What follows belongs to an exercise in optimizing a design on an open flow for small area and a short achievable clock period; a production flow would make more cautious choices.
Function was checked by simulation only, so behaviour that the tests miss may differ from the original.
No driver is modelled on the clock port, so clocking that relies on it looks cheaper here than on a real chip.

Setup of JK:
==> module cpu_rd64, before the edit <==
module cpu_rd64 #(
    parameter NRV = 32
) (
    input  [63:0] sel,
    input  [63:0] d,
    input  [31:0] rv,
    input         wx,
    input         nwx,
    output        y,
    output        y2
);
wire [21:0] n;
wire [5:0]  o;
wire [1:0]  m;
wire        tn;
genvar k;
generate
    for (k = 0; k < 21; k++) begin : g_a
        cpu_aoi222 u (.a0(sel[3*k]), .b0(d[3*k]), .a1(sel[3*k+1]), .b1(d[3*k+1]),
                      .a2(sel[3*k+2]), .b2(d[3*k+2]), .y(n[k]));
    end
    for (k = 0; k < 5; k++) begin : g_o
        cpu_nand4 u (.a(n[4*k]), .b(n[4*k+1]), .c(n[4*k+2]), .d(n[4*k+3]), .y(o[k]));
    end
    if (NRV == 32) begin : g_rv
        wire [7:0] r1;
        wire [1:0] r2;
        for (k = 0; k < 8; k++) begin : g_r1
            cpu_nor4 u (.a(rv[4*k]), .b(rv[4*k+1]), .c(rv[4*k+2]), .d(rv[4*k+3]), .y(r1[k]));
        end
        for (k = 0; k < 2; k++) begin : g_r2
            cpu_nand4 u (.a(r1[4*k]), .b(r1[4*k+1]), .c(r1[4*k+2]), .d(r1[4*k+3]), .y(r2[k]));
        end
        cpu_nor3 u_t (.a(r2[0]), .b(r2[1]), .c(wx), .y(tn));
    end else begin : g_norv
        assign tn = nwx;
    end
endgenerate
cpu_nand2 u_l  (.a(sel[63]), .b(d[63]), .y(n[21]));
cpu_nand2 u_o5 (.a(n[20]), .b(n[21]), .y(o[5]));
cpu_nor3 u_m0 (.a(o[0]), .b(o[1]), .c(o[2]), .y(m[0]));
cpu_nor3 u_m1 (.a(o[3]), .b(o[4]), .c(o[5]), .y(m[1]));
cpu_nand3     u_y  (.a(m[0]), .b(m[1]), .c(tn), .y(y));
cpu_nand3_dup u_y2 (.a(m[0]), .b(m[1]), .c(tn), .y(y2));
endmodule
Settings: LEC_CHECK=0, ABC_CLOCK_PERIOD_IN_PS=3000, CAP_MARGIN=20, CORE_MARGIN=2, CORE_UTILIZATION=65, PLACE_DENSITY=0.72, SLEW_MARGIN=20, SYNTH_HIERARCHICAL=1, SYNTH_MINIMUM_KEEP_SIZE=0; clock period 20.0 ns.
standard.sh (not shown) runs the stock make flow with config.mk's settings and CLKGATE_MAP_FILE= SYNTH_SCRIPT=/design/flow/synth_recipe.tcl, a recipe that flattens the netlist after the stock synthesis.
==> flow/flow/run.sh <==
#!/bin/bash
# Layout flow: the standard synthesis unchanged, then the ORFS stages
# with these changes:
# - combinational cells set to their smallest size before floorplanning
#   (flow/downsize.tcl); repair_design and the sizing below grow them back
#   where timing needs it;
# - a lighter clock tree (no dummy loads, larger sink clusters);
# - ORFS's setup repair left at its default margin, and instead a greedy
#   sizing of the worst paths (flow/gsize.tcl) after CTS (flow/post_cts.tcl).
# Each stage's output goes to its own log file here; ORFS's own logs stay
# under orfs/logs.
set -euo pipefail
export FLOW_FLOW_DIR=$PWD/flow
export FLOW_GS_ITER=${FLOW_GS_ITER:-800}
bash standard.sh synth > log_1_synth.txt 2>&1
EXTRA=(
  MATCH_CELL_FOOTPRINT=0
  "PRE_FLOORPLAN_TCL=$PWD/flow/downsize.tcl"
  "POST_CTS_TCL=$PWD/flow/post_cts.tcl"
  "BUFFER_PORTS_ARGS=-buffer_cell sky130_fd_sc_hd__buf_4"
  "CTS_ARGS=-sink_clustering_enable -repair_clock_nets -dont_use_dummy_load -sink_clustering_size 25 -sink_clustering_max_diameter 100"
)
STAGES=${FLOW_STAGES:-floorplan place cts route finish}
n=2
for s in $STAGES; do
  bash standard.sh "${EXTRA[@]}" $s > log_${n}_$s.txt 2>&1
  n=$((n+1))
done
Other scripts of this flow, unchanged in this note and not shown: flow/flow/downsize.tcl, flow/flow/gsize.tcl, flow/flow/post_cts.tcl
The final layout from JK, which completed every stage, passed the timing, DRC and antenna checks at the end of the flow.
Input-level comparison between MS and JK:
--- a/flow/design.v
+++ b/flow/design.v
@@ -162,17 +162,16 @@
     output        y,
     output        y2
 );
-wire [21:0] n;
-wire [5:0]  o;
-wire [1:0]  m;
+wire [31:0] n;
+wire [7:0]  o;
+wire [2:0]  m;
 wire        tn;
 genvar k;
 generate
-    for (k = 0; k < 21; k++) begin : g_a
-        cpu_aoi222 u (.a0(sel[3*k]), .b0(d[3*k]), .a1(sel[3*k+1]), .b1(d[3*k+1]),
-                      .a2(sel[3*k+2]), .b2(d[3*k+2]), .y(n[k]));
+    for (k = 0; k < 32; k++) begin : g_a
+        cpu_aoi22 u (.a0(sel[2*k]), .b0(d[2*k]), .a1(sel[2*k+1]), .b1(d[2*k+1]), .y(n[k]));
     end
-    for (k = 0; k < 5; k++) begin : g_o
+    for (k = 0; k < 8; k++) begin : g_o
         cpu_nand4 u (.a(n[4*k]), .b(n[4*k+1]), .c(n[4*k+2]), .d(n[4*k+3]), .y(o[k]));
     end
     if (NRV == 32) begin : g_rv
@@ -189,12 +188,11 @@
         assign tn = nwx;
     end
 endgenerate
-cpu_nand2 u_l  (.a(sel[63]), .b(d[63]), .y(n[21]));
-cpu_nand2 u_o5 (.a(n[20]), .b(n[21]), .y(o[5]));
 cpu_nor3 u_m0 (.a(o[0]), .b(o[1]), .c(o[2]), .y(m[0]));
 cpu_nor3 u_m1 (.a(o[3]), .b(o[4]), .c(o[5]), .y(m[1]));
-cpu_nand3     u_y  (.a(m[0]), .b(m[1]), .c(tn), .y(y));
-cpu_nand3_dup u_y2 (.a(m[0]), .b(m[1]), .c(tn), .y(y2));
+cpu_nor2 u_m2 (.a(o[6]), .b(o[7]), .y(m[2]));
+cpu_nand4     u_y  (.a(m[0]), .b(m[1]), .c(m[2]), .d(tn), .y(y));
+cpu_nand4_dup u_y2 (.a(m[0]), .b(m[1]), .c(m[2]), .d(tn), .y(y2));
 endmodule
 module CPU_Top #(
     parameter ADDR_WIDTH = 32,
### Flow results
- JK → MS: register fraction of the total cell area shrank by 0.67 points, layout multi-input combinational cell count went up 5.2%, number of cells on the worst reg-to-reg path higher, number of cells on the critical path decreased by 2 relative to the old numbers.
- In terms of clock-cell share of area, MS and JK differ only marginally.
- JK has a higher sum of routed wire segments on met1 than MS.
- In MS, overall routed net length is lower than in JK.
- For JK, the slowest cell on the critical path was nor2_1, unlike MS, where it was mux4_2.
- Compared to JK, MS shows a wider setup margin.
- Cells: MS has more instances than JK
- Time the worst path needs with I/O delays and setup: lower on MS
- Share of the clock period used by the worst path: lower on MS
- Area: MS vs JK -> MS larger

[separate check: timing with driven ports]
Ports are ideal in the flow. The routed layouts listed here were re-timed in OpenROAD.
Step 1, drivers: a clkbuf_16 drives clk and a buf_2 each remaining input, both assumed.
Step 2 also shifts input and output timing later by t, the mid clock arrival at the registers, as if the neighbouring blocks saw the same clock.
Slacks: no drivers / after step 1 / after step 2; pairs: no drivers / after step 1.
run | t (ns) | setup slack, ns | worst hold slack (ns) | worst setup path after step 2 | worst register clock-pin slew, ns
JK | 0.981 | 6.158 / 6.097 / 6.097 | 0.477 / 0.477 / 0.477 | input to output | 0.10 / 0.10
MS | 0.961 | 6.437 / 6.380 / 6.380 | 0.475 / 0.475 / 0.475 | input to output | 0.11 / 0.11
After both steps every run listed still meets setup and hold. For JK, which loses most, drivers alone change the setup slack by -0.061 ns; drivers and shift together by -0.061 ns.
